This design comes from an exercise in tuning for small area and a short achievable clock period on the open sky130 flow, not from production work. The RTL was checked by simulation tests, not by an equivalence proof against the original design.

==> flow/design.v (outline; a module is shown in full before it is edited, if it fits) <==
// module iir: 1043 lines
module iir(
    input clk,
    input rst_n,
    input [31:0] x,
    output reg [31:0] y
    );
  // ...
==> flow/flow/run.sh <==
#!/bin/bash
# Layout flow: the standard ORFS flow (standard.sh), with two changes:
#  1. the combinational logic of the standard synthesis is replaced by the
#     gate-level netlist that gen2.py writes from the same description as
#     rtl/iir.v (same registers, same names and cell types; checked by
#     swap_netlist.py, and the standard netlist is kept if they differ);
#  2. the port buffers are buf_1 cells instead of the default.
set -euo pipefail
export BUFFER_PORTS_ARGS="-buffer_cell sky130_fd_sc_hd__buf_1"
R=orfs/results/sky130hd/iir/base
bash standard.sh synth > standard_synth.log 2>&1
python3 flow/gen2.py --ytree fast42 --fap cell --net custom_netlist.v > gen2.log 2>&1
if python3 flow/swap_netlist.py $R/1_2_yosys.v custom_netlist.v > swap_netlist.log 2>&1; then
  cp $R/1_2_yosys.v standard_1_2_yosys.v
  cp custom_netlist.v $R/1_2_yosys.v
  touch $R/1_2_yosys.v
  rm -f $R/1_synth.odb $R/1_synth.sdc
fi
bash standard.sh finish > standard_finish.log 2>&1
==> flow/flow/swap_netlist.py <==
#!/usr/bin/env python3
"""Check that a hand-built netlist keeps the standard synthesis's registers
(same instance names and cell types) and ports; exit 1 if not.
usage: swap_netlist.py STANDARD.v CUSTOM.v"""
import re, sys

def info(path):
    t = open(path).read()
    ffs = {}
    for cell, name in re.findall(r'\b(sky130_fd_sc_hd__df\w+)\s+(\\\S+|\S+)\s*\(', t):
        ffs[name.lstrip('\\')] = cell
    m = re.search(r'module\s+iir\s*\((.*?)\);', t, re.S)
    ports = sorted(p.strip() for p in m.group(1).split(','))
    decl = sorted(re.findall(r'^\s*(input|output)\s+(\[[^\]]*\])?\s*(\w+);', t, re.M))
    return ffs, ports, decl

a = info(sys.argv[1])
b = info(sys.argv[2])
ok = True
if a[0] != b[0]:
    ok = False
    print('registers differ:')
    for k in sorted(set(a[0]) | set(b[0])):
        if a[0].get(k) != b[0].get(k):
            print('  ', k, a[0].get(k), b[0].get(k))
if a[1] != b[1] or a[2] != b[2]:
    ok = False
    print('ports differ:', a[1:], b[1:])
print('registers:', len(a[0]), 'match' if ok else 'MISMATCH')
sys.exit(0 if ok else 1)
==> flow/standard.sh <==
#!/bin/bash
# synth_recipe.tcl (not shown) runs the flow's synth.tcl, then flattens the netlist and writes it again
# the make line also repeats each setting of config.mk as NAME=value (left out here)
make -C /OpenROAD-flow-scripts/flow DESIGN_CONFIG=/design/flow/config.mk WORK_HOME=/design/flow/orfs CLKGATE_MAP_FILE= SYNTH_SCRIPT=/design/flow/synth_recipe.tcl "${@:-finish}"
==> flow/config.mk <==
export PLATFORM = sky130hd
export DESIGN_NAME = iir
export DESIGN_NICKNAME = iir
export VERILOG_FILES = /design/flow/design.v
export SDC_FILE = /design/flow/constraint.sdc
export NUM_CORES = 4
export LEC_CHECK = 0
export CAP_MARGIN = 20
export CORE_MARGIN = 2
export CORE_UTILIZATION = 70
export CTS_BUF_LIST = sky130_fd_sc_hd__clkbuf_4 sky130_fd_sc_hd__clkbuf_8
export SETUP_SLACK_MARGIN = 4
export SLEW_MARGIN = 20
==> flow/constraint.sdc <==
create_clock -name core_clock -period 7.5 [get_ports {clk}]
set_input_delay 1.5000 -clock core_clock [delete_from_list [all_inputs] [get_ports {clk}]]
set_output_delay 1.5000 -clock core_clock [all_outputs]
set_load 0.01 [all_outputs]
Not shown: flow/flow/gen2.py
==> results.toml, run 1 <==
[outcome]
status = "complete, no violations"

[sta]
fin_crit_sh_pct = 44.9
worst_pin_slew_ns = 0.852
period_needed_ns = 3.37
setup_violations = 0

[grt]
grt_pass1_vias = 6817
overflow = 0
grt-busiest-layer = "met2"

[route]
drc_errors = 0
vias_per_cell = 5.30
drtIter0Drc = 443

[layout]
mostFrequentLayoutCell = "xor2_1"
seq_share_pct = 25.2
n_all_inverters = 123
area_growth_pct = 10.5
utilization_pct = 78.9
fillCellCount = 892

[clocking]
cts_made_buffers = 9
root_buffer = "clkbuf_8"
hold_buffers = 0
cts_max_level = 3
post_cts_buffers = 3
cts_tree = "yes"

[floorplanning]
die_h_um = 114
core-area_um2 = 12000

[setup_path]
crit_path_end = "y[23]$_DFF_PN0_"
reg2reg_from = "y[1]$_DFF_PN0_"
r2r_setup_slack_ns = 4.38
crit_chain = "buf_1, xor2_1, xor2_1, xnor2_1, nor2_1, nor2_1, a21oi_4, o21ai_4, a21oi_4, buf_12, o21ai_1, xor2_1"

[placement]
place.gp.congestion = 0.884

[hold_path]
hold_depth = 0

[job]
cap_viol_max_count = 0
==> run 2: changes to the inputs <==
--- a/flow/config.mk
+++ b/flow/config.mk
@@ -11,3 +11,4 @@
 export CTS_BUF_LIST = sky130_fd_sc_hd__clkbuf_4 sky130_fd_sc_hd__clkbuf_8
 export SETUP_SLACK_MARGIN = 4
 export SLEW_MARGIN = 20
+export TNS_END_PERCENT = 0
==> run 2 against run 1 <==
Effect of this change: worst hold slack got worse by 0.0029 ns; clock-buffer cell count increased by 2; via count decreased by 0.62%; routed wire length decreased by 1.1%; synthesized area unchanged; clock skew decreased by 0.0048 ns; first-iteration DRC count decreased by 12%.
==> results.toml, run 2 <==
[setup_path]
critPathKind = "primary input to flip-flop"
cp_max_fo = 16
cp_num_buf_inv = 2
endpoint_kind = "flip-flop"
critPathTopFamily = "XOR/XNOR gates"
critPathLaunchType = "primary input"
worstPathRequired_ns = 7.80
crit_chain = "clkbuf_2, xor2_1, xor2_1, xnor2_1, nor2_1, nor2_1, nand2_1, nor2_1, a21oi_4, buf_12, o21ai_1, xor2_1"
slowest_delay_ns = 0.30
cp_slowest_cell = "xnor2_1"
cp_data_arrival_time_ns = 3.70

[route]
drtIter0Drc = 392
drc_errors = 0
vias = 6741
wl_um = 17900
drtPass1Iterations = 5
wire_per_inst_um = 13.9
postRouteAntennaNets = 0
vias_per_cell = 5.24

[sta]
setup_tns_ns = 0
setup_violations = 0
rsz0062_at_grt = "yes"
fmaxAchievable_mhz = 294
fin_crit_sh_pct = 45.4
worst_pin_slew_ns = 0.687
final_max_slew_viol_count = 0
clock_skew_ns = 0.00679
hold_ws_ns = 0.364
relSlewSlack_pct = 54.2
period_needed_ns = 3.40
hold_viol = 0

[grt]
grt_max_degree = 52
grt_use_total_pct = 28.7
overflow = 0
met1_usage_pct = 38.2
grtUsageMet3_pct = 3.44
antenna_found_initial = 0
grt_pass1_wl_um = 29600
grt_use_met2_pct = 48.8
grt-busiest-layer = "met2"
grt_pass1_vias = 6483

[clocking]
worstSkewPairLatency_ns = 0.38
cts_sinks = 95
root_buffer = "clkbuf_8"
cts_made_buffers = 9
cts_tree = "yes"
hold_buffers = 0
cts_max_level = 3
clk_pin_slew_worst_paths_ns = 0.10
ctsLongestPathBuffers = 2

[layout]
drive_gt1_share_pct = 6.32
register_area_um2 = 2380
area_growth_pct = 10.8
layout_common_cells = "186 x xor2_1, 133 x nor2_1, 129 x nand2_1, 123 x inv_1, 104 x a21oi_1"
final_cell_count_no_fill = 1286
nets = 1228
top_regs = "p (32), y (32), x1 (31)"
fillCellCount = 914
multiInputGateArea_um2 = 5860
utilization_pct = 79.1
mostFrequentLayoutCell = "xor2_1"
diodes = 0

[floorplanning]
die_h_um = 114
fp.dieW_um = 114
ioPinCount = 66
initial_core_util_pct = 71.4
rows = 40
die_area_um2 = 13100
core-area_um2 = 12000

[placement]
place.gp.congestion = 0.895
dpl.cell_count = 1261
dp_hpwl_um = 13700
port_buffers = 65

[logic_synthesis]
syn_nets = 1141
syn_area_um2 = 8540
syn_area_per_cell_um2 = 8.16
syn_inst = 1047
ys_warn_count = 1

[outcome]
status = "complete, no violations"

[job]
cap_viol_max_count = 0

[hold_path]
worstHoldPathType = "flip-flop to flip-flop"
## run 2: repair_timing
action / CTS / global route
setup endpoints to repair: 39 / 35
hold endpoints to repair: 0 / 0
gates resized for setup: 9 / 35
pin swaps: 3 / 4
buffers inserted: 3 / 6
## run 2: per-layer routing
| metal | routed length [µm] | vias up |
|---|---|---|
| li1 | - | 3430 |
| met1 | 8100 | 3158 |
| met2 | 8760 | 124 |
| met3 | 596 | 29 |
| met4 | 415 | 0 |
| met5 | 0 | - |
## run 2: worst paths after layout
| path | from | to | slack [ns] | cells past startpoint |
|---|---|---|---|---|
| setup / recovery | x[7] | y[22]$_DFF_PN0_ | 4.10 | 12 |
| setup reg to reg | y[1]$_DFF_PN0_ | p[22]$_DFF_PN0_ | 4.38 | 12 |
| hold / removal | p[0]$_DFF_PN0_ | y[0]$_DFF_PN0_ | 0.36 | 0 |
| min in group asynchronous | rst_n | x1[21]$_DFF_PN0_ | 1.14 | 1 |
| max in group asynchronous | rst_n | x1[12]$_DFF_PN0_ | 5.22 | 2 |
| hold reg to reg | p[0]$_DFF_PN0_ | y[0]$_DFF_PN0_ | 0.36 | 0 |
## run 2: through the flow
stage	setup WS, ns	instance area (µm²)
final	4.10	9460
after global routing	3.89	9460
after CTS	3.97	9300
after detailed placement	3.18	9010
after global placement	3.31	9010
after floorplan	3.99	8560
## run 2: layout make-up
class / instances / share of cell area, %
Timing Repair Buffer: 76 / 3.99
Sequential cell: 95 / 25.1
Inverter: 123 / 4.88
Clock inverter: 5 / 0.608
Multi-Input combinational cell: 829 / 61.9
Tap cell: 147 / 1.94
Clock buffer: 11 / 1.53
==> run 3: changes to the inputs <==
--- a/flow/config.mk
+++ b/flow/config.mk
@@ -11,4 +11,4 @@
 export CTS_BUF_LIST = sky130_fd_sc_hd__clkbuf_4 sky130_fd_sc_hd__clkbuf_8
 export SETUP_SLACK_MARGIN = 4
 export SLEW_MARGIN = 20
-export TNS_END_PERCENT = 0
+export TNS_END_PERCENT = 20
==> run 3 against run 2 <==
Effect of this change: sequential share of layout area decreased by 0.076 points; maximum frequency is 0.22% higher; cell count stayed put; die area did not move; setup slack improved by 0.0075 ns; utilization up 0.24 points; flip-flop and latch count unchanged; first-iteration DRC count increased by 2.8%; clock skew is 0.00092 ns higher; critical endpoint unchanged; highest routed layer unchanged.
==> results.toml, run 3 <==
[clocking]
cts_tree = "yes"
root_buffer = "clkbuf_8"
hold_buffers = 0
cts_made_buffers = 9
ctsLongestPathBuffers = 2
worstSkewPairLatency_ns = 0.38
cts_max_level = 3
cts_sinks = 95
clk_pin_slew_worst_paths_ns = 0.10

[layout]
final_cell_area_um2 = 9490
diodes = 0
top_regs = "p (32), y (32), x1 (31)"
area_growth_pct = 11.1
drive_gt1_share_pct = 6.85
nets = 1228
mostFrequentLayoutCell = "xor2_1"
layout_common_cells = "183 x xor2_1, 133 x nor2_1, 129 x nand2_1, 123 x inv_1, 103 x a21oi_1"

[setup_path]
cp_data_arrival_time_ns = 3.69
crit_chain = "clkbuf_2, xor2_1, xor2_1, xnor2_1, nor2_1, nor2_1, nand2_1, o21ai_4, a21oi_4, buf_12, o21ai_1, xor2_1"
cp_slowest_cell = "xnor2_1"
worstPathRequired_ns = 7.80
critPathKind = "primary input to flip-flop"
endpoint_kind = "flip-flop"
critPathLaunchType = "primary input"
cp_max_fo = 16
r2r_setup_slack_ns = 4.39
slowest_delay_ns = 0.30
cpMostUsedCell = "xor2_1"

[route]
wire_per_inst_um = 14.0
vias = 6740
vias_per_cell = 5.24
drtIter0Drc = 403
drtPass1Iterations = 5
drc_errors = 0
postRouteAntennaNets = 0
wl_um = 17900

[grt]
antenna_found_initial = 0
overflow = 0
grt_pass1_vias = 6479
grt_max_degree = 52
grt_use_total_pct = 28.7
grt_pass1_wl_um = 29600

[job]
cap_viol_max_count = 0

[floorplanning]
die_h_um = 114
fp.dieW_um = 114
initial_core_util_pct = 71.4
core-area_um2 = 12000
rows = 40
die_area_um2 = 13100
ioPinCount = 66

[sta]
setup_tns_ns = 0
worst_pin_slew_ns = 0.688
final_max_slew_viol_count = 0
fmaxAchievable_mhz = 294
rsz0062_at_grt = "no"
clock_skew_ns = 0.00771
fin_crit_sh_pct = 45.3
period_needed_ns = 3.40
hold_viol = 0
relSlewSlack_pct = 54.1
setup_violations = 0

[logic_synthesis]
syn_inst = 1047
ys_warn_count = 1
syn_nets = 1141
syn_area_um2 = 8540
syn_area_per_cell_um2 = 8.16

[placement]
place.gp.congestion = 0.895
port_buffers = 65
dp_hpwl_um = 13700
postPlaceCellArea_um2 = 9010

[outcome]
status = "complete, no violations"

[hold_path]
worstHoldPathType = "flip-flop to flip-flop"
## run 3: area by class of cell
cell class | instances | area (µm²)
tap | 147 | 184
multi-input combinational | 829 | 5890
clock buffer | 11 | 145
sequential | 95 | 2380
timing repair buffer | 76 | 380
inverter | 123 | 462
clock inverter | 5 | 57.6
fill | 900 | 2470
## run 3: through the flow
| stage | utilization, % | hold slack, ns | setup slack [ns] | cells |
|---|---|---|---|---|
| 2_1_floorplan | - | 0.331 | 3.99 | 1047 |
| 3_3_place_gp | 75.3 | 0.334 | 3.31 | 1261 |
| 3_5_place_dp | 75.3 | 0.343 | 3.18 | 1261 |
| 4_1_cts | 77.8 | 0.365 | 3.97 | 1280 |
| 5_1_grt | 79.4 | 0.371 | 3.97 | 1286 |
| 6_report | 79.4 | 0.364 | 4.10 | 1286 |
## run 3: final timing paths
kind                       depth (start not counted)            from                to
min in group asynchronous                          1           rst_n  x1[21]$_DFF_PN0_
max in group asynchronous                          2           rst_n  x1[12]$_DFF_PN0_
min reg2reg                                        0  p[0]$_DFF_PN0_    y[0]$_DFF_PN0_
max                                               12            x[3]   y[22]$_DFF_PN0_
max reg2reg                                       12  y[1]$_DFF_PN0_   p[22]$_DFF_PN0_
min                                                0  p[0]$_DFF_PN0_    y[0]$_DFF_PN0_
## run 3: repair_timing
item | CTS | global route
resized for setup | 11 | 39
pin swaps | 3 | 6
endpoints found under the setup margin | 39 | 35
buffers inserted | 3 | 6
## run 3: routing by layer
metal	track usage [%]	part of all wire (%)	wire (µm)	vias to the layer above
met5	0	0	0	-
met4	10.2	2.2	393	0
met3	3.44	2.8	497	27
met2	48.8	49	8830	103
met1	38.2	46	8230	3184
li1	-	-	-	3426
## run 3: worst max-delay path: cells and delay by family
family                 cells  cell delay (ns)
buffers and inverters      2             0.34
AO/OA/AOI/OAI              3             0.52
XOR/XNOR                   4             0.91
AND/OR/NAND/NOR            3             0.41
==> run 4: changes to the inputs <==
--- a/flow/config.mk
+++ b/flow/config.mk
@@ -9,6 +9,7 @@
 export CORE_MARGIN = 2
 export CORE_UTILIZATION = 70
 export CTS_BUF_LIST = sky130_fd_sc_hd__clkbuf_4 sky130_fd_sc_hd__clkbuf_8
+export GPL_ROUTABILITY_DRIVEN = 0
+export PLACE_DENSITY = 0.75
 export SETUP_SLACK_MARGIN = 4
 export SLEW_MARGIN = 20
-export TNS_END_PERCENT = 20
==> run 4 against run 3 <==
Effect of this change: flip-flop and latch count is the same; routed wire length grew 0.68%; still clean on timing, DRC and antenna; final area shrank 0.57%; critical path depth is the same; largest cell class unchanged; critical endpoint is now y[23]$_DFF_PN0_; synthesized cell count is the same.
==> results.toml, run 4 <==
[clocking]
cts_sinks = 95
worstSkewPairLatency_ns = 0.38
ctsLongestPathBuffers = 2
root_buffer = "clkbuf_8"
cts_max_level = 3
clk_pin_slew_worst_paths_ns = 0.10
cts_tree = "yes"
hold_buffers = 0
cts_made_buffers = 9

[setup_path]
cp_data_arrival_time_ns = 3.68
r2r_setup_slack_ns = 4.38
worstPathRequired_ns = 7.81
worstRegToRegCells = 12
reg2reg_from = "y[1]$_DFF_PN0_"
critPathKind = "primary input to flip-flop"
critPathLaunchType = "primary input"
endpoint_kind = "flip-flop"
r2r-end = "p[28]$_DFF_PN0_"
cp_max_fo = 16

[placement]
dp_slack_ns = 3.23
dpl.cell_count = 1261
port_buffers = 65
dp_hpwl_um = 13800

[sta]
relSlewSlack_pct = 43.2
hold_viol = 0
setup_tns_ns = 0
period_needed_ns = 3.37
clock_skew_ns = 0.0116
rsz0062_at_grt = "yes"
timing.final.ws_setup_ns = 4.13
setup_violations = 0
fin_crit_sh_pct = 44.9
worst_pin_slew_ns = 0.852
final_max_slew_viol_count = 0
hold_ws_ns = 0.367
fmaxAchievable_mhz = 297

[hold_path]
holdPathEnd = "y[0]$_DFF_PN0_"
hp-start = "p[0]$_DFF_PN0_"
worstHoldPathType = "flip-flop to flip-flop"
hold_depth = 0

[floorplanning]
die_area_um2 = 13100
initial_core_util_pct = 71.4
core-area_um2 = 12000
fp.dieW_um = 114
ioPinCount = 66
die_h_um = 114
rows = 40

[layout]
layout_common_cells = "187 x xor2_1, 133 x nor2_1, 129 x nand2_1, 123 x inv_1, 105 x a21oi_1"
top_regs = "p (32), y (32), x1 (31)"
final_cell_count_no_fill = 1281
diodes = 0
mostFrequentLayoutCell = "xor2_1"
nets = 1223
area_growth_pct = 10.5
drive_gt1_share_pct = 5.91

[logic_synthesis]
syn_area_per_cell_um2 = 8.16
syn_nets = 1141
syn_inst = 1047
ys_warn_count = 1
syn_area_um2 = 8540

[route]
drtIter0Drc = 443
drtPass1Iterations = 5
wire_per_inst_um = 14.1
vias_per_cell = 5.30
wl_um = 18100
vias = 6783
postRouteAntennaNets = 0
drc_errors = 0

[job]
cap_viol_max_count = 0

[grt]
overflow = 0
grt_use_total_pct = 29.5
grt_max_degree = 65
grt_pass1_wl_um = 30600
antenna_found_initial = 0
grt_pass1_vias = 6817

[outcome]
status = "complete, no violations"
==> run 4: routing by layer <==
metal,wire length (µm),GRT usage (%)
met5,0,0
met4,425,11.1
met3,618,3.60
met2,9060,51.4
met1,7960,37.6
==> run 4: what timing repair did <==
| item | CTS | global route |
|---|---|---|
| gates resized for setup | 10 | 36 |
| setup endpoints to repair | 39 | 35 |
| buffers inserted | 3 | 1 |
| pin swaps | 2 | 2 |
==> run 4: area by class of cell <==
type	instances	area, µm²
multi-input combinational	829	5850
fill	892	2520
sequential	95	2380
inverter	123	462
timing repair buffer	71	345
tap	147	184
clock buffer	9	124
clock inverter	7	97.6
==> run 4: how the worst max path moves through the flow <==
stage / startpoint / cells past startpoint / endpoint / slack [ns]
final: x[1] / 12 / y[23]$_DFF_PN0_ / 4.13
after global routing: x[1] / 12 / y[29]$_DFF_PN0_ / 3.93
after CTS: x[13] / 11 / y[29]$_DFF_PN0_ / 4.00
after detailed placement: x[1] / 11 / y[22]$_DFF_PN0_ / 3.23
after global placement: x[1] / 11 / y[31]$_DFF_PN0_ / 3.34
after floorplan: x[3] / 10 / y[17]$_DFF_PN0_ / 4.00
==> run 4: worst max-delay path, stage by stage <==
cell and delay [ns]:
buf_1 0.24, xor2_1 0.28, xor2_1 0.13, xnor2_1 0.29, nor2_1 0.09, nor2_1 0.22
a21oi_4 0.13, o21ai_4 0.22, a21oi_4 0.08, buf_12 0.15, o21ai_1 0.16, xor2_1 0.16
==> run 4: metrics by stage <==
step	cell area, µm²	utilization [%]
after floorplan	8560	-
after global placement	9010	75.3
after detailed placement	9010	75.3
after CTS	9320	77.9
after global routing	9440	78.9
final	9440	78.9
==> run 5: changes to the inputs <==
--- a/flow/config.mk
+++ b/flow/config.mk
@@ -9,7 +9,7 @@
 export CORE_MARGIN = 2
 export CORE_UTILIZATION = 70
 export CTS_BUF_LIST = sky130_fd_sc_hd__clkbuf_4 sky130_fd_sc_hd__clkbuf_8
-export GPL_ROUTABILITY_DRIVEN = 0
-export PLACE_DENSITY = 0.75
+export CTS_CLUSTER_DIAMETER = 60
+export CTS_CLUSTER_SIZE = 30
 export SETUP_SLACK_MARGIN = 4
 export SLEW_MARGIN = 20
==> run 5 against run 4 <==
Effect of this change: worst hold slack unchanged; synthesized cell count is the same; synthesized area unchanged; global-route usage stayed put; flip-flop and latch count did not move; critical path depth unchanged; maximum frequency stayed put; clock-buffer cell count unchanged; setup slack is the same; critical path type unchanged; highest routed layer unchanged.
==> results.toml, run 5 <==
[outcome]
status = "complete, no violations"

[grt]
grt_use_total_pct = 29.5
grt_pass1_vias = 6817
grt_pass1_wl_um = 30600
antenna_found_initial = 0
grt_max_degree = 65
overflow = 0

[setup_path]
worstRegToRegCells = 12
cp_slowest_cell = "xnor2_1"
cpMostUsedCell = "xor2_1"
crit_chain = "buf_1, xor2_1, xor2_1, xnor2_1, nor2_1, nor2_1, a21oi_4, o21ai_4, a21oi_4, buf_12, o21ai_1, xor2_1"
endpoint_kind = "flip-flop"
critPathLaunchType = "primary input"
critPathKind = "primary input to flip-flop"
cp_max_fo = 16
worstPathRequired_ns = 7.81
slowest_delay_ns = 0.29
cp_data_arrival_time_ns = 3.68

[floorplanning]
die_area_um2 = 13100
die_h_um = 114
initial_core_util_pct = 71.4
core-area_um2 = 12000
fp.dieW_um = 114
ioPinCount = 66
rows = 40

[layout]
multiInputGateArea_um2 = 5850
layout_common_cells = "187 x xor2_1, 133 x nor2_1, 129 x nand2_1, 123 x inv_1, 105 x a21oi_1"
final_cell_count_no_fill = 1281
fillCellCount = 892
nets = 1223
drive_gt1_share_pct = 5.91
register_area_um2 = 2380
area_growth_pct = 10.5
top_regs = "p (32), y (32), x1 (31)"
final_cell_area_um2 = 9440
mostFrequentLayoutCell = "xor2_1"
diodes = 0

[route]
drc_errors = 0
wl_um = 18100
postRouteAntennaNets = 0
vias = 6783
drtIter0Drc = 443
wire_per_inst_um = 14.1
drtPass1Iterations = 5
vias_per_cell = 5.30

[clocking]
root_buffer = "clkbuf_8"
cts_tree = "yes"
cts_sinks = 95
cts_made_buffers = 9
worstSkewPairLatency_ns = 0.38
ctsLongestPathBuffers = 2
cts_max_level = 3
clk_pin_slew_worst_paths_ns = 0.10

[sta]
worst_pin_slew_ns = 0.852
final_max_slew_viol_count = 0
fmaxAchievable_mhz = 297
setup_tns_ns = 0
hold_viol = 0
clock_skew_ns = 0.0116
setup_violations = 0
rsz0062_at_grt = "yes"
period_needed_ns = 3.37
fin_crit_sh_pct = 44.9
relSlewSlack_pct = 43.2

[placement]
port_buffers = 65
place.gp.congestion = 0.884
dpl.cell_count = 1261
postPlaceCellArea_um2 = 9010
dp_hpwl_um = 13800

[job]
cap_viol_max_count = 0

[logic_synthesis]
ys_warn_count = 1
syn_nets = 1141
syn_area_um2 = 8540
syn_inst = 1047
syn_area_per_cell_um2 = 8.16

[hold_path]
hold_depth = 0
worstHoldPathType = "flip-flop to flip-flop"
[run 5: worst max-delay path, delay by kind of cell]
kind	cells	cell delay, ns
xor gates and xnor gates	4	0.86
AOI/OAI and AO/OA	4	0.59
buffers and inverters	2	0.39
and+or+nand+nor	2	0.31
[run 5: stage by stage]
step / util (%) / hold slack, ns / setup WS, ns
after floorplan: - / 0.331 / 4.00
after global placement: 75.3 / 0.332 / 3.34
after detailed placement: 75.3 / 0.342 / 3.23
after CTS: 77.9 / 0.368 / 4.00
after global routing: 78.9 / 0.390 / 3.93
final: 78.9 / 0.367 / 4.13
[run 5: layout make-up]
class                   count  area share, %
well taps                 147           1.95
repair buffers             71           3.66
flip-flops and latches     95           25.2
multi-input cells         829           62.0
clock inverters             7           1.03
clock buffers               9           1.31
inverters                 123           4.89
[run 5: metal layers]
| metal | vias to the layer above | part of all wire (%) | global-route usage, % |
|---|---|---|---|
| li1 | 3413 | - | - |
| met1 | 3193 | 44 | 37.6 |
| met2 | 144 | 50 | 51.4 |
| met3 | 33 | 3.4 | 3.60 |
| met4 | 0 | 2.4 | 11.1 |
| met5 | - | 0 | 0 |
[run 5: final timing paths]
kind	slack (ns)	startpoint	endpoint
max	4.13	x[1]	y[23]$_DFF_PN0_
min	0.37	p[0]$_DFF_PN0_	y[0]$_DFF_PN0_
max reg2reg	4.38	y[1]$_DFF_PN0_	p[28]$_DFF_PN0_
min reg2reg	0.37	p[0]$_DFF_PN0_	y[0]$_DFF_PN0_
max in group asynchronous	5.18	rst_n	y[16]$_DFF_PN0_
min in group asynchronous	1.08	rst_n	x1[21]$_DFF_PN0_
[run 5: repair_timing]
item	CTS	global route
gates resized for setup	10	36
hold buffers	0	0
buffers inserted	3	1
pin swaps	2	2
setup endpoints to repair	39	35
==> run 6: changes to the inputs <==
--- a/flow/config.mk
+++ b/flow/config.mk
@@ -9,7 +9,5 @@
 export CORE_MARGIN = 2
 export CORE_UTILIZATION = 70
 export CTS_BUF_LIST = sky130_fd_sc_hd__clkbuf_4 sky130_fd_sc_hd__clkbuf_8
-export CTS_CLUSTER_DIAMETER = 60
-export CTS_CLUSTER_SIZE = 30
-export SETUP_SLACK_MARGIN = 4
+export SETUP_SLACK_MARGIN = 4.2
 export SLEW_MARGIN = 20
==> run 6 against run 5 <==
Effect of this change: maximum frequency rose by 2.4%; routed wire length is 8.3% higher; setup slack better by 0.078 ns.
==> results.toml, run 6 <==
[setup_path]
reg2reg_from = "y[15]$_DFF_PN0_"
r2r-end = "p[25]$_DFF_PN0_"
worstRegToRegCells = 10
startpoint = "x[8]"
crit_path_end = "y[22]$_DFF_PN0_"
critPathKind = "primary input to flip-flop"
cp_num_buf_inv = 2
cpMostUsedCell = "xor2_1"
critPathTopFamily = "XOR/XNOR gates"
cp.depth = 12
crit_chain = "buf_2, xor2_2, xor2_1, xnor2_1, nor2_1, nor2_2, a21oi_2, o21ai_2, a21oi_4, buf_12, o21ai_1, xor2_1"
cp_max_fo = 16
cp_slowest_cell = "a21oi_2"
critPathLaunchType = "primary input"
endpoint_kind = "flip-flop"
worstPathRequired_ns = 7.77
slowest_delay_ns = 0.30
cp_data_arrival_time_ns = 3.56
r2r_setup_slack_ns = 4.42

[placement]
dp_slack_ns = 3.41
dp_hpwl_um = 14000
port_buffers = 65
place.gp.congestion = 0.850

[route]
drtIter0Drc = 492
drc_errors = 0
vias_per_cell = 5.36
wire_per_inst_um = 15.2
vias = 6902
postRouteAntennaNets = 0
wl_um = 19600
drtPass1Iterations = 5

[floorplanning]
initial_core_util_pct = 71.4
core-area_um2 = 12000
rows = 40
fp.dieW_um = 114
die_h_um = 114
ioPinCount = 66
die_area_um2 = 13100

[sta]
fin_crit_sh_pct = 43.9
setup_violations = 0
hold_viol = 0
final_max_slew_viol_count = 0
relSlewSlack_pct = 45.1
clock_skew_ns = 0.0114
hold_ws_ns = 0.363
worst_pin_slew_ns = 0.823
timing.final.ws_setup_ns = 4.21
setup_tns_ns = 0
fmaxAchievable_mhz = 304
period_needed_ns = 3.29
rsz0062_at_grt = "yes"

[clocking]
worstSkewPairLatency_ns = 0.40
hold_buffers = 0
cts_tree = "yes"
cts_max_level = 3
cts_made_buffers = 9
root_buffer = "clkbuf_8"
cts_sinks = 95
clk_pin_slew_worst_paths_ns = 0.10
ctsLongestPathBuffers = 2

[layout]
utilization_pct = 83.3
diodes = 0
nets = 1229
mostFrequentLayoutCell = "xor2_1"
top_regs = "p (32), y (32), x1 (31)"
drive_gt1_share_pct = 12.7
layout_common_cells = "160 x xor2_1, 125 x nand2_1, 123 x inv_1, 123 x nor2_1, 96 x a21oi_1"
area_growth_pct = 16.7

[job]
cap_viol_max_count = 0

[outcome]
status = "complete, no violations"

[logic_synthesis]
syn_area_per_cell_um2 = 8.16
ys_warn_count = 1
syn_area_um2 = 8540
syn_inst = 1047
syn_nets = 1141

[grt]
overflow = 0
antenna_found_initial = 0
grt_pass1_vias = 6503
grt_max_degree = 62
grt_use_total_pct = 30.4
grt_pass1_wl_um = 30800

[hold_path]
worstHoldPathType = "flip-flop to flip-flop"
## run 6: timing repair
action / in CTS / in global routing
endpoints found under the setup margin: 36 / 38
buffers inserted: 5 / 6
gates resized for setup: 32 / 90
pin swaps: 9 / 19
## run 6: area by class of cell
class | instances | area, µm²
repair buffers | 77 | 403
multi-input cells | 829 | 6310
inverters | 123 | 462
flip-flops and latches | 95 | 2380
clock buffers | 9 | 124
fillers | 750 | 2000
well taps | 147 | 184
clock inverters | 7 | 104
## run 6: how the worst min path moves through the flow
stage	from	slack [ns]	cells after the start	end
final	p[0]$_DFF_PN0_	0.36	0	y[0]$_DFF_PN0_
after global routing	p[0]$_DFF_PN0_	0.37	0	y[0]$_DFF_PN0_
after CTS	p[0]$_DFF_PN0_	0.36	0	y[0]$_DFF_PN0_
after detailed placement	p[0]$_DFF_PN0_	0.34	0	y[0]$_DFF_PN0_
after global placement	p[0]$_DFF_PN0_	0.34	0	y[0]$_DFF_PN0_
after floorplan	p[0]$_DFF_PN0_	0.33	0	y[0]$_DFF_PN0_
## run 6: per-stage QoR
| stage | instances | area [µm²] |
|---|---|---|
| 5_1_grt | 1287 | 9970 |
| 2_1_floorplan | 1047 | 8600 |
| 3_5_place_dp | 1260 | 9040 |
| 4_1_cts | 1281 | 9420 |
| 3_3_place_gp | 1260 | 9040 |
| 6_report | 1287 | 9970 |
## run 6: metal layers
metal | wire length (µm) | share of wire (%) | GRT usage [%]
met4 | 314 | 1.6 | 8.37
met1 | 8670 | 44 | 42.0
met2 | 9690 | 50 | 49.5
met3 | 897 | 4.6 | 6.03
met5 | 0 | 0 | 0
==> run 7: changes to the inputs <==
--- a/flow/config.mk
+++ b/flow/config.mk
@@ -9,5 +9,5 @@
 export CORE_MARGIN = 2
 export CORE_UTILIZATION = 70
 export CTS_BUF_LIST = sky130_fd_sc_hd__clkbuf_4 sky130_fd_sc_hd__clkbuf_8
-export SETUP_SLACK_MARGIN = 4.2
+export SETUP_SLACK_MARGIN = 4.1
 export SLEW_MARGIN = 20
==> run 7 against run 6 <==
Effect of this change: critical path depth unchanged; routed wire length decreased by 12%; non-clock buffer count decreased by 3; highest routed layer unchanged.
==> results.toml, run 7 <==
[clocking]
cts_tree = "yes"
cts_made_buffers = 9
root_buffer = "clkbuf_8"
hold_buffers = 0
cts_sinks = 95
ctsLongestPathBuffers = 2
worstSkewPairLatency_ns = 0.39
clk_pin_slew_worst_paths_ns = 0.10
cts_max_level = 3

[grt]
overflow = 0
grt_use_total_pct = 28.2
grt_max_degree = 77
grt_pass1_vias = 6601
grt_pass1_wl_um = 29300
antenna_found_initial = 0

[setup_path]
r2r_setup_slack_ns = 4.46
startpoint = "x[7]"
critPathLaunchType = "primary input"
cp_data_arrival_time_ns = 3.63
critPathKind = "primary input to flip-flop"
reg2reg_from = "y[3]$_DFF_PN0_"
worstRegToRegCells = 12
worstPathRequired_ns = 7.80
cp_max_fo = 16
crit_path_end = "y[22]$_DFF_PN0_"
endpoint_kind = "flip-flop"
r2r-end = "p[20]$_DFF_PN0_"

[layout]
top_regs = "p (32), y (32), x1 (31)"
nets = 1226
drive_gt1_share_pct = 8.80
utilization_pct = 80.3
layout_common_cells = "176 x xor2_1, 128 x nand2_1, 127 x nor2_1, 123 x inv_1, 103 x a21oi_1"
area_growth_pct = 12.5
mostFrequentLayoutCell = "xor2_1"
diodes = 0

[logic_synthesis]
syn_area_per_cell_um2 = 8.16
syn_nets = 1141
ys_warn_count = 1
syn_area_um2 = 8540
syn_inst = 1047

[placement]
dp_hpwl_um = 13100
place.gp.congestion = 0.859
port_buffers = 65

[route]
vias = 6723
wire_per_inst_um = 13.4
drtIter0Drc = 422
drtPass1Iterations = 8
wl_um = 17200
postRouteAntennaNets = 0
vias_per_cell = 5.24
drc_errors = 0

[floorplanning]
ioPinCount = 66
die_area_um2 = 13100
core-area_um2 = 12000
initial_core_util_pct = 71.4
fp.dieW_um = 114
die_h_um = 114
rows = 40

[sta]
setup_violations = 0
fin_crit_sh_pct = 44.4
period_needed_ns = 3.33
final_max_slew_viol_count = 0
fmaxAchievable_mhz = 300
rsz0062_at_grt = "yes"
relSlewSlack_pct = 50.8
worst_pin_slew_ns = 0.737
clock_skew_ns = 0.0129
setup_tns_ns = 0
hold_viol = 0

[outcome]
status = "complete, no violations"

[hold_path]
worstHoldPathType = "flip-flop to flip-flop"
hp-start = "p[0]$_DFF_PN0_"

[job]
cap_viol_max_count = 0
==> run 7: worst min path at each step <==
stage	end	slack (ns)	cells past startpoint
2_1_floorplan	y[0]$_DFF_PN0_	0.33	0
3_3_place_gp	y[0]$_DFF_PN0_	0.33	0
3_5_place_dp	y[0]$_DFF_PN0_	0.35	0
4_1_cts	y[0]$_DFF_PN0_	0.37	0
5_1_grt	y[0]$_DFF_PN0_	0.37	0
6_report	y[0]$_DFF_PN0_	0.37	0
==> run 7: metal layers <==
| layer | GRT usage, % | wire [µm] | up-vias |
|---|---|---|---|
| li1 | - | - | 3411 |
| met1 | 36.8 | 7590 | 3169 |
| met2 | 48.4 | 8720 | 109 |
| met3 | 3.12 | 457 | 34 |
| met4 | 11.4 | 413 | 0 |
| met5 | 0 | 0 | - |
==> run 7: critical path: stages <==
cell	delay, ns
buf_2	0.19
xor2_2	0.23
xor2_1	0.12
xnor2_1	0.38
nor2_2	0.13
o21ai_2	0.21
a21oi_2	0.12
o21ai_2	0.17
a21oi_4	0.05
buf_12	0.15
o21ai_1	0.14
xor2_1	0.21
==> run 7: layout make-up <==
class                   instances  area, µm²
clock inverters                 6       60.1
well taps                     147        184
flip-flops and latches         95       2380
clock buffers                  10        138
inverters                     123        462
multi-input cells             829       6020
repair buffers                 74        373
fillers                       846       2350
==> run 7: timing repair <==
action | 4_1_cts | 5_1_grt
resized for setup | 24 | 49
endpoints found under the setup margin | 34 | 36
buffers inserted | 6 | 1
cloned | 0 | 0
pin swaps | 4 | 8
==> run 7: stage by stage <==
step           instances  hold slack [ns]  cell area, µm²  setup slack (ns)
6_report            1284            0.372            9610              4.17
4_1_cts             1283            0.374            9370              4.10
3_5_place_dp        1261            0.351            9030              3.29
2_1_floorplan       1047            0.331            8580              4.11
5_1_grt             1284            0.374            9610              4.03
3_3_place_gp        1261            0.334            9030              3.41
==> run 8: changes to the inputs <==
--- a/flow/flow/run.sh
+++ b/flow/flow/run.sh
@@ -7,6 +7,7 @@
 #  2. the port buffers are buf_1 cells instead of the default.
 set -euo pipefail
 export BUFFER_PORTS_ARGS="-buffer_cell sky130_fd_sc_hd__buf_1"
+export RECOVER_POWER=100
 R=orfs/results/sky130hd/iir/base
 bash standard.sh synth > standard_synth.log 2>&1
 python3 flow/gen2.py --ytree fast42 --fap cell --net custom_netlist.v > gen2.log 2>&1
--- a/flow/config.mk
+++ b/flow/config.mk
@@ -9,5 +9,5 @@
 export CORE_MARGIN = 2
 export CORE_UTILIZATION = 70
 export CTS_BUF_LIST = sky130_fd_sc_hd__clkbuf_4 sky130_fd_sc_hd__clkbuf_8
-export SETUP_SLACK_MARGIN = 4.1
+export SETUP_SLACK_MARGIN = 4
 export SLEW_MARGIN = 20
==> run 8 against run 7 <==
Effect of this change: now fails the layout checks on max-capacitance violations, max-slew violations; sequential share of layout area grew 0.76 points; synthesized cell count stayed put; routed wire length is 4.9% higher; critical path type unchanged; highest routed layer unchanged.
==> results.toml, run 8 <==
[setup_path]
cp_max_fo = 16
reg2reg_from = "y[1]$_DFF_PN0_"
cp_data_arrival_time_ns = 4.45
worstPathRequired_ns = 7.76
cpMostUsedCell = "xor2_1"
worstRegToRegCells = 12
cp.depth = 12
crit_chain = "clkbuf_1, xor2_1, xor2_1, xnor2_1, nor2_1, nor2_1, a21oi_1, o21ai_0, a21oi_4, clkbuf_1, o21ai_0, xor2_1"
r2r-end = "p[23]$_DFF_PN0_"
cp_num_buf_inv = 2
endpoint_kind = "flip-flop"
critPathKind = "primary input to flip-flop"
slowest_delay_ns = 0.56
critPathTopFamily = "compound AO/OA/AOI/OAI gates"
cp_slowest_cell = "clkbuf_1"
r2r_setup_slack_ns = 3.67
critPathLaunchType = "primary input"

[route]
vias = 6783
postRouteAntennaNets = 0
drc_errors = 0
wire_per_inst_um = 14.1
drtPass1Iterations = 6
vias_per_cell = 5.30
drtIter0Drc = 421
wl_um = 18000

[clocking]
cts_tree = "yes"
worstSkewPairLatency_ns = 0.38
root_buffer = "clkbuf_8"
cts_sinks = 95
cts_max_level = 3
clk_pin_slew_worst_paths_ns = 0.10
ctsLongestPathBuffers = 2
cts_made_buffers = 9

[sta]
clock_skew_ns = 0.0126
period_needed_ns = 4.19
final_max_slew_viol_count = 33
setup_tns_ns = 0
hold_viol = 0
setup_violations = 0
worst_pin_slew_ns = 1.82
relSlewSlack_pct = -21.5
fin_crit_sh_pct = 55.8
rsz0062_at_grt = "yes"
fmaxAchievable_mhz = 239

[grt]
grt_pass1_vias = 6817
grt_max_degree = 65
overflow = 0
antenna_found_initial = 0
grt_pass1_wl_um = 30600
grt_use_total_pct = 29.5

[hold_path]
hold_depth = 0
worstHoldPathType = "flip-flop to flip-flop"
hp-start = "p[0]$_DFF_PN0_"
holdPathEnd = "y[0]$_DFF_PN0_"

[layout]
final_cell_area_um2 = 9330
drive_gt1_share_pct = 3.09
nets = 1223
mostFrequentLayoutCell = "xor2_1"
final_cell_count_no_fill = 1281
top_regs = "p (32), y (32), x1 (31)"
area_growth_pct = 9.17
diodes = 0
layout_common_cells = "187 x xor2_1, 133 x nor2_1, 129 x nand2_1, 123 x inv_1, 108 x a21oi_1"

[outcome]
status = "finished with violations"
so.violations = "max-capacitance violations, max-slew violations"

[logic_synthesis]
syn_area_um2 = 8540
syn_area_per_cell_um2 = 8.16
ys_warn_count = 1
syn_inst = 1047
syn_nets = 1141

[job]
cap_viol_max_count = 1

[placement]
port_buffers = 65
dpl.cell_count = 1261
place.gp.congestion = 0.884
postPlaceCellArea_um2 = 9010
dp_hpwl_um = 13800

[floorplanning]
fp.dieW_um = 114
ioPinCount = 66
core-area_um2 = 12000
initial_core_util_pct = 71.4
die_area_um2 = 13100
rows = 40
die_h_um = 114
run 8: through the flow:
stage,setup slack [ns],hold slack (ns),util (%)
finish,3.31,0.366,78.0
CTS,4.00,0.368,77.9
floorplan,4.00,0.331,-
global route,2.97,0.390,78.0
detailed placement,3.23,0.342,75.3
global placement,3.34,0.332,75.3
run 8: repair_timing:
item | CTS | global route
setup buffers | 3 | 1
hold buffers | 0 | 0
resized for setup | 10 | 36
endpoints found under the setup margin | 39 | 35
pin swaps | 2 | 2
run 8: final cells by class:
| type | count | area, µm² |
|---|---|---|
| Multi-Input combinational cell | 829 | 5810 |
| Tap cell | 147 | 184 |
| Fill cell | 923 | 2640 |
| Sequential cell | 95 | 2380 |
| Clock buffer | 9 | 124 |
| Inverter | 123 | 462 |
| Timing Repair Buffer | 71 | 270 |
| Clock inverter | 7 | 97.6 |
run 8: how the worst max path moves through the flow:
stage | startpoint | to | slack, ns
4_1_cts | x[13] | y[29]$_DFF_PN0_ | 4.00
3_5_place_dp | x[1] | y[22]$_DFF_PN0_ | 3.23
6_report | x[1] | y[24]$_DFF_PN0_ | 3.31
5_1_grt | x[1] | y[25]$_DFF_PN0_ | 2.97
2_1_floorplan | x[3] | y[17]$_DFF_PN0_ | 4.00
3_3_place_gp | x[1] | y[31]$_DFF_PN0_ | 3.34
run 8: worst register-to-register path: stages (launching register included):
cell	delay, ns
dfrtp_1	0.44
inv_1	0.17
fa_1	0.47
fa_1	0.55
nor2_1	0.16
o21ai_0	0.10
a21oi_1	0.31
o21ai_0	0.13
clkbuf_1	0.27
a21oi_1	0.27
clkbuf_1	0.46
o21ai_0	0.22
xor2_1	0.18
run 8: per-layer routing:
metal / share of wire [%] / track usage [%]
met5: 0 / 0
met4: 2.5 / 11.1
met3: 3.3 / 3.60
met2: 50 / 51.4
met1: 44 / 37.6
==> run 9: changes to the inputs <==
--- a/flow/flow/run.sh
+++ b/flow/flow/run.sh
@@ -7,7 +7,6 @@
 #  2. the port buffers are buf_1 cells instead of the default.
 set -euo pipefail
 export BUFFER_PORTS_ARGS="-buffer_cell sky130_fd_sc_hd__buf_1"
-export RECOVER_POWER=100
 R=orfs/results/sky130hd/iir/base
 bash standard.sh synth > standard_synth.log 2>&1
 python3 flow/gen2.py --ytree fast42 --fap cell --net custom_netlist.v > gen2.log 2>&1
--- a/flow/config.mk
+++ b/flow/config.mk
@@ -9,5 +9,5 @@
 export CORE_MARGIN = 2
 export CORE_UTILIZATION = 70
 export CTS_BUF_LIST = sky130_fd_sc_hd__clkbuf_4 sky130_fd_sc_hd__clkbuf_8
-export SETUP_SLACK_MARGIN = 4
+export SETUP_SLACK_MARGIN = 3.85
 export SLEW_MARGIN = 20
==> run 9 against run 8 <==
Effect of this change: the run now finishes clean; utilization is 0.23 points higher; non-clock buffer count is 2 lower; setup slack better by 0.70 ns; flip-flop and latch count stayed put; cell count is 0.16% lower.
==> results.toml, run 9 <==
[outcome]
status = "complete, no violations"

[logic_synthesis]
syn_area_um2 = 8540
ys_warn_count = 1
syn_nets = 1141
syn_inst = 1047
syn_area_per_cell_um2 = 8.16

[floorplanning]
die_h_um = 114
die_area_um2 = 13100
ioPinCount = 66
rows = 40
initial_core_util_pct = 71.4
fp.dieW_um = 114
core-area_um2 = 12000

[setup_path]
cpMostUsedCell = "xor2_1"
cp_data_arrival_time_ns = 3.80
critPathTopFamily = "XOR/XNOR gates"
cp_max_fo = 16
r2r-end = "p[21]$_DFF_PN0_"
r2r_setup_slack_ns = 4.29
worstPathRequired_ns = 7.81
crit_chain = "buf_1, xor2_1, xor2_1, xnor2_1, nor2_1, nor2_1, nand2_1, o21ai_1, buf_4, a21oi_4, buf_12, o21ai_1, xor2_1"
critPathKind = "primary input to flip-flop"
critPathLaunchType = "primary input"
worstRegToRegCells = 11
cp_num_buf_inv = 3
reg2reg_from = "y[3]$_DFF_PN0_"
cp_slowest_cell = "buf_1"
slowest_delay_ns = 0.30
endpoint_kind = "flip-flop"

[sta]
worst_pin_slew_ns = 0.664
setup_tns_ns = 0
setup_violations = 0
final_max_slew_viol_count = 0
relSlewSlack_pct = 55.7
period_needed_ns = 3.48
rsz0062_at_grt = "no"
fmaxAchievable_mhz = 287
hold_viol = 0
clock_skew_ns = 0.0117
fin_crit_sh_pct = 46.5

[grt]
overflow = 0
antenna_found_initial = 0
grt_pass1_wl_um = 29400
grt_use_total_pct = 28.6
grt_max_degree = 51
grt_pass1_vias = 6317

[clocking]
cts_max_level = 3
cts_made_buffers = 9
clk_pin_slew_worst_paths_ns = 0.10
cts_tree = "yes"
hold_buffers = 0
worstSkewPairLatency_ns = 0.40
ctsLongestPathBuffers = 2
cts_sinks = 95
root_buffer = "clkbuf_8"

[layout]
drive_gt1_share_pct = 4.06
layout_common_cells = "188 x xor2_1, 134 x nor2_1, 129 x nand2_1, 123 x inv_1, 107 x a21oi_1"
mostFrequentLayoutCell = "xor2_1"
nets = 1221
top_regs = "p (32), y (32), x1 (31)"
area_growth_pct = 9.49
diodes = 0
fillCellCount = 903
final_cell_count_no_fill = 1279

[route]
wl_um = 17600
drtIter0Drc = 395
vias_per_cell = 5.29
wire_per_inst_um = 13.7
drc_errors = 0
postRouteAntennaNets = 0
vias = 6768
drtPass1Iterations = 6

[hold_path]
holdPathEnd = "y[0]$_DFF_PN0_"
hp-start = "p[0]$_DFF_PN0_"
hold_depth = 0
worstHoldPathType = "flip-flop to flip-flop"

[job]
cap_viol_max_count = 0

[placement]
dp_hpwl_um = 13500
place.gp.congestion = 0.833
port_buffers = 65
dpl.cell_count = 1261
==> run 9: worst max path at each step <==
stage,cells after the start,slack (ns),startpoint,endpoint
after floorplan,8,3.88,x[3],p[17]$_DFF_PN0_
after CTS,10,3.88,x[3],p[20]$_DFF_PN0_
after global placement,9,3.12,x[2],p[21]$_DFF_PN0_
after detailed placement,9,2.98,x[3],p[21]$_DFF_PN0_
after global routing,11,3.80,x[17],y[28]$_DFF_PN0_
final,13,4.02,x[4],y[22]$_DFF_PN0_
==> run 9: layout make-up <==
type	count	area, µm²	area share (%)
clock inverter	7	96.3	1.03
inverter	123	462	4.94
multi-input combinational	829	5790	61.9
clock buffer	9	124	1.32
tap	147	184	1.97
timing repair buffer	69	317	3.38
sequential	95	2380	25.4
==> run 9: per-layer routing <==
layer,share of wire (%),GRT usage [%],up-vias,routed length [µm]
met4,1.6,8.21,0,274
li1,-,-,3403,-
met1,49,42.5,3183,8620
met5,0,0,-,0
met3,4.1,4.02,24,726
met2,45,44.1,158,7940
==> run 9: through the flow <==
step | area [µm²] | util (%) | hold slack (ns) | setup WS [ns]
2_1_floorplan | 8550 | - | 0.331 | 3.88
3_3_place_gp | 9000 | 75.2 | 0.333 | 3.12
3_5_place_dp | 9000 | 75.2 | 0.337 | 2.98
4_1_cts | 9280 | 77.6 | 0.359 | 3.88
5_1_grt | 9350 | 78.2 | 0.362 | 3.80
6_report | 9350 | 78.2 | 0.356 | 4.02
==> run 9: what timing repair did <==
| item | CTS | global route |
|---|---|---|
| setup endpoints to repair | 32 | 32 |
| pin swaps | 1 | 0 |
| setup buffers | 2 | 0 |
| gates resized for setup | 4 | 23 |
| gates cloned | 0 | 0 |
| endpoints found under the hold margin | 0 | 0 |
==> run 10: changes to the inputs <==
--- a/flow/config.mk
+++ b/flow/config.mk
@@ -9,5 +9,6 @@
 export CORE_MARGIN = 2
 export CORE_UTILIZATION = 70
 export CTS_BUF_LIST = sky130_fd_sc_hd__clkbuf_4 sky130_fd_sc_hd__clkbuf_8
-export SETUP_SLACK_MARGIN = 3.85
+export GPL_TIMING_DRIVEN = 0
+export SETUP_SLACK_MARGIN = 4
 export SLEW_MARGIN = 20
==> run 10 against run 9 <==
Effect of this change: clock skew shrank 0.0025 ns; maximum frequency grew 3.2%; final area grew 2.7%; worst hold slack gained 0.0026 ns; cell count grew 0.23%; largest cell class unchanged; critical endpoint is now y[21]$_DFF_PN0_.
==> results.toml, run 10 <==
[layout]
fillCellCount = 838
area_growth_pct = 12.4
layout_common_cells = "181 x xor2_1, 132 x nor2_1, 128 x nand2_1, 123 x inv_1, 102 x a21oi_1"
drive_gt1_share_pct = 7.22
diodes = 0
register_area_um2 = 2380
top_regs = "p (32), y (32), x1 (31)"
nets = 1224
mostFrequentLayoutCell = "xor2_1"
multiInputGateArea_um2 = 5940

[clocking]
cts_max_level = 3
clk_pin_slew_worst_paths_ns = 0.10
cts_tree = "yes"
ctsLongestPathBuffers = 2
cts_made_buffers = 9
worstSkewPairLatency_ns = 0.38
cts_sinks = 95
root_buffer = "clkbuf_8"

[sta]
rsz0062_at_grt = "yes"
setup_violations = 0
fmaxAchievable_mhz = 296
period_needed_ns = 3.38
clock_skew_ns = 0.00925
setup_tns_ns = 0
worst_pin_slew_ns = 0.677
fin_crit_sh_pct = 45.0
hold_viol = 0
final_max_slew_viol_count = 0
relSlewSlack_pct = 54.9
timing.final.ws_setup_ns = 4.12

[floorplanning]
core-area_um2 = 12000
initial_core_util_pct = 71.4
fp.dieW_um = 114
rows = 40
die_area_um2 = 13100
die_h_um = 114
ioPinCount = 66

[setup_path]
worstPathRequired_ns = 7.80
cp_max_fo = 12
cp_data_arrival_time_ns = 3.68
critPathLaunchType = "primary input"
critPathKind = "primary input to flip-flop"
endpoint_kind = "flip-flop"

[route]
drtIter0Drc = 283
vias = 6805
vias_per_cell = 5.31
drc_errors = 0
drtPass1Iterations = 5
postRouteAntennaNets = 0
wire_per_inst_um = 14.0
wl_um = 18000

[outcome]
status = "complete, no violations"

[logic_synthesis]
syn_area_um2 = 8540
ys_warn_count = 1
syn_inst = 1047
syn_nets = 1141
syn_area_per_cell_um2 = 8.16

[grt]
grt_use_total_pct = 29.3
grt_pass1_wl_um = 30500
grt_pass1_vias = 6825
overflow = 0
antenna_found_initial = 0
grt_max_degree = 28

[placement]
dp_hpwl_um = 13900
port_buffers = 65
place.gp.congestion = 0.807
dp_slack_ns = 2.93

[hold_path]
worstHoldPathType = "flip-flop to flip-flop"

[job]
cap_viol_max_count = 0
## run 10: path summary, 6_finish.rpt
| kind | from | to | slack (ns) | cells after the start |
|---|---|---|---|---|
| max in group asynchronous | rst_n | p[11]$_DFF_PN0_ | 5.55 | 3 |
| min | p[0]$_DFF_PN0_ | y[0]$_DFF_PN0_ | 0.36 | 0 |
| max reg2reg | y[6]$_DFF_PN0_ | p[21]$_DFF_PN0_ | 4.38 | 11 |
| min in group asynchronous | rst_n | y[22]$_DFF_PN0_ | 1.14 | 1 |
| max | x[4] | y[21]$_DFF_PN0_ | 4.12 | 12 |
| min reg2reg | p[0]$_DFF_PN0_ | y[0]$_DFF_PN0_ | 0.36 | 0 |
## run 10: layer usage
layer	global-route usage [%]	routed length (µm)	vias to the layer above
met5	0	0	-
met4	9.27	255	0
met3	4.08	542	22
met2	52.3	9530	115
met1	37.1	7690	3257
li1	-	-	3411
## run 10: critical path: stages
cell      delay [ns]
clkbuf_2        0.20
xor2_1          0.32
xor2_1          0.13
xnor2_1         0.29
nor2_1          0.11
nor2_1          0.13
nand2_1         0.11
o21ai_4         0.27
a21oi_4         0.11
buf_12          0.16
o21ai_1         0.15
xor2_1          0.19
## run 10: per-stage QoR
step	instance area (µm²)	std cells	utilization, %	hold WS (ns)
2_1_floorplan	8560	1047	-	0.331
3_5_place_dp	9060	1262	75.8	0.337
4_1_cts	9410	1282	78.6	0.362
6_report	9600	1282	80.3	0.359
3_3_place_gp	8990	1259	75.2	0.335
5_1_grt	9600	1282	80.3	0.378
## run 10: cell type report
| cell class | instances | area share, % |
|---|---|---|
| clock buffers | 10 | 1.43 |
| clock inverters | 6 | 1.12 |
| inverters | 123 | 4.81 |
| multi-input cells | 829 | 61.9 |
| flip-flops and latches | 95 | 24.8 |
| well taps | 147 | 1.92 |
| repair buffers | 72 | 4.09 |
## run 10: timing repair
item                                    CTS  global route
endpoints found under the setup margin   43            39
gates resized for setup                  13            47
endpoints found under the hold margin     0             0
hold buffers                              0             0
gates cloned                              0             0
pin swaps                                 3             2
setup buffers                             4             0
==> run 11: changes to the inputs <==
==> flow/config.mk (replaced) <==
export PLATFORM = sky130hd
export DESIGN_NAME = iir
export DESIGN_NICKNAME = iir
export VERILOG_FILES = /design/flow/design.v
export SDC_FILE = /design/flow/constraint.sdc
export NUM_CORES = 4
export LEC_CHECK = 0
export CAP_MARGIN = 0
export CORE_MARGIN = 2
export CORE_UTILIZATION = 70
export CTS_BUF_LIST = sky130_fd_sc_hd__clkbuf_4 sky130_fd_sc_hd__clkbuf_8
export SETUP_SLACK_MARGIN = 4
export SLEW_MARGIN = 0
==> run 11 against run 10 <==
Effect of this change: clock skew increased by 0.0024 ns; flip-flop and latch count unchanged; worst hold slack improved by 0.0081 ns; utilization down 1.4 points; maximum frequency up 0.19%; register-to-register slack barely moved; die area unchanged.
==> results.toml, run 11 <==
[outcome]
status = "complete, no violations"

[setup_path]
r2r_setup_slack_ns = 4.38
reg2reg_from = "y[1]$_DFF_PN0_"
worstRegToRegCells = 12
r2r-end = "p[28]$_DFF_PN0_"
worstPathRequired_ns = 7.81
cp_data_arrival_time_ns = 3.68
critPathKind = "primary input to flip-flop"
critPathLaunchType = "primary input"
cp_max_fo = 16
endpoint_kind = "flip-flop"

[layout]
area_growth_pct = 10.5
utilization_pct = 78.9
top_regs = "p (32), y (32), x1 (31)"
diodes = 0
layout_common_cells = "187 x xor2_1, 133 x nor2_1, 129 x nand2_1, 123 x inv_1, 105 x a21oi_1"
nets = 1223
final_cell_count_no_fill = 1281
drive_gt1_share_pct = 5.91
register_area_um2 = 2380
mostFrequentLayoutCell = "xor2_1"
fillCellCount = 892
multiInputGateArea_um2 = 5850

[logic_synthesis]
ys_warn_count = 1
syn_area_per_cell_um2 = 8.16
syn_nets = 1141
syn_area_um2 = 8540
syn_inst = 1047

[placement]
place.gp.congestion = 0.884
dp_hpwl_um = 13800
port_buffers = 65
dpl.cell_count = 1261

[sta]
clock_skew_ns = 0.0116
worst_pin_slew_ns = 0.852
period_needed_ns = 3.37
setup_tns_ns = 0
setup_violations = 0
relSlewSlack_pct = 43.2
hold_viol = 0
rsz0062_at_grt = "yes"
fmaxAchievable_mhz = 297
fin_crit_sh_pct = 44.9
final_max_slew_viol_count = 0

[grt]
antenna_found_initial = 0
overflow = 0
grt_use_total_pct = 29.5
grt_max_degree = 65
grt_pass1_vias = 6817
grt_pass1_wl_um = 30600

[hold_path]
hold_depth = 0
worstHoldPathType = "flip-flop to flip-flop"
hp-start = "p[0]$_DFF_PN0_"
holdPathEnd = "y[0]$_DFF_PN0_"

[floorplanning]
rows = 40
ioPinCount = 66
fp.dieW_um = 114
core-area_um2 = 12000
die_h_um = 114
initial_core_util_pct = 71.4
die_area_um2 = 13100

[clocking]
root_buffer = "clkbuf_8"
cts_tree = "yes"
cts_made_buffers = 9
ctsLongestPathBuffers = 2
cts_max_level = 3
cts_sinks = 95
clk_pin_slew_worst_paths_ns = 0.10
worstSkewPairLatency_ns = 0.38

[route]
postRouteAntennaNets = 0
drtPass1Iterations = 5
drc_errors = 0
wl_um = 18100
wire_per_inst_um = 14.1
drtIter0Drc = 443
vias_per_cell = 5.30
vias = 6783

[job]
cap_viol_max_count = 0
[run 11: changes by cell type in the layout (fill, tap and decap cells not counted), moves of 2 or more]
cell      delta
xnor2_2      -4
clkinv_4     +2
buf_4        +2
buf_2        -4
xor2_2       -6
buf_1        -2
clkbuf_2     +5
a21oi_2      -4
a21oi_1      +3
xor2_1       +6
xnor2_1      +4
buf_12       -2
[run 11: critical path, cell delays in order]
cell     delay, ns
buf_1         0.24
xor2_1        0.28
xor2_1        0.13
xnor2_1       0.29
nor2_1        0.09
nor2_1        0.22
a21oi_4       0.13
o21ai_4       0.22
a21oi_4       0.08
buf_12        0.15
o21ai_1       0.16
xor2_1        0.16
[run 11: stage by stage]
stage          hold WS (ns)  setup slack [ns]  area [µm²]
6_report              0.367              4.13        9440
5_1_grt               0.390              3.93        9440
4_1_cts               0.368              4.00        9320
3_5_place_dp          0.342              3.23        9010
3_3_place_gp          0.332              3.34        9010
2_1_floorplan         0.331              4.00        8560
[run 11: worst max-delay path by stage]
stage / from / to / slack (ns) / cells past startpoint
detailed placement: x[1] / y[22]$_DFF_PN0_ / 3.23 / 11
global placement: x[1] / y[31]$_DFF_PN0_ / 3.34 / 11
global route: x[1] / y[29]$_DFF_PN0_ / 3.93 / 12
floorplan: x[3] / y[17]$_DFF_PN0_ / 4.00 / 10
CTS: x[13] / y[29]$_DFF_PN0_ / 4.00 / 11
finish: x[1] / y[23]$_DFF_PN0_ / 4.13 / 12
[run 11: metal layers]
metal,global-route usage (%),vias up,wire [µm]
li1,-,3413,-
met1,37.6,3193,7960
met2,51.4,144,9060
met3,3.60,33,618
met4,11.1,0,425
met5,0,-,0
[run 11: layout make-up]
class,count,area share (%)
timing repair buffer,71,3.66
multi-input combinational,829,62.0
clock buffer,9,1.31
inverter,123,4.89
clock inverter,7,1.03
sequential,95,25.2
tap,147,1.95
[run 11: timing repair]
action / in CTS / in global routing
pin swaps: 2 / 2
resized for setup: 10 / 36
hold buffers: 0 / 0
hold endpoints to repair: 0 / 0
buffers inserted: 3 / 1
endpoints found under the setup margin: 39 / 35

==> port drivers added, routing unchanged <==
The results above use ideal ports. As a check the final layouts listed here were re-extracted and re-timed, cells and wires unchanged.
Step 1: set_driving_cell puts a clkbuf_16 on clk and a buf_2 on each other input, an assumption about the parent block.
Step 2 moves the port delays by t, midway between the first and last clock arrival at a register: inputs arrive t later, outputs are due t later. That takes back most of the time a late clock gives input paths.
Slacks: ideal / step 1 / step 2; pairs: ideal / step 1.
run | shift t [ns] | slack for setup (ns) | hold WS [ns]
run 1 | 0.413 | 4.131 / 4.147 / 3.734 | 0.367 / 0.367 / 0.367
run 2 | 0.416 | 4.096 / 4.109 / 3.692 | 0.364 / 0.364 / 0.364
run 3 | 0.417 | 4.104 / 4.116 / 3.699 | 0.364 / 0.364 / 0.364
run 4 | 0.413 | 4.131 / 4.147 / 3.734 | 0.367 / 0.367 / 0.367
run 5 | 0.413 | 4.131 / 4.147 / 3.734 | 0.367 / 0.367 / 0.367
run 6 | 0.432 | 4.209 / 4.208 / 3.775 | 0.363 / 0.363 / 0.363
run 7 | 0.417 | 4.169 / 4.185 / 3.767 | 0.372 / 0.372 / 0.372
run 8 | 0.413 | 3.314 / 3.329 / 2.916 | 0.366 / 0.366 / 0.366
run 9 | 0.429 | 4.015 / 4.033 / 3.604 | 0.356 / 0.356 / 0.356
run 10 | 0.413 | 4.125 / 4.127 / 3.714 | 0.359 / 0.359 / 0.359
run 11 | 0.413 | 4.131 / 4.147 / 3.734 | 0.367 / 0.367 / 0.367
For run 6, which loses most, drivers alone change the setup slack by -0.001 ns; drivers and shift together by -0.434 ns.
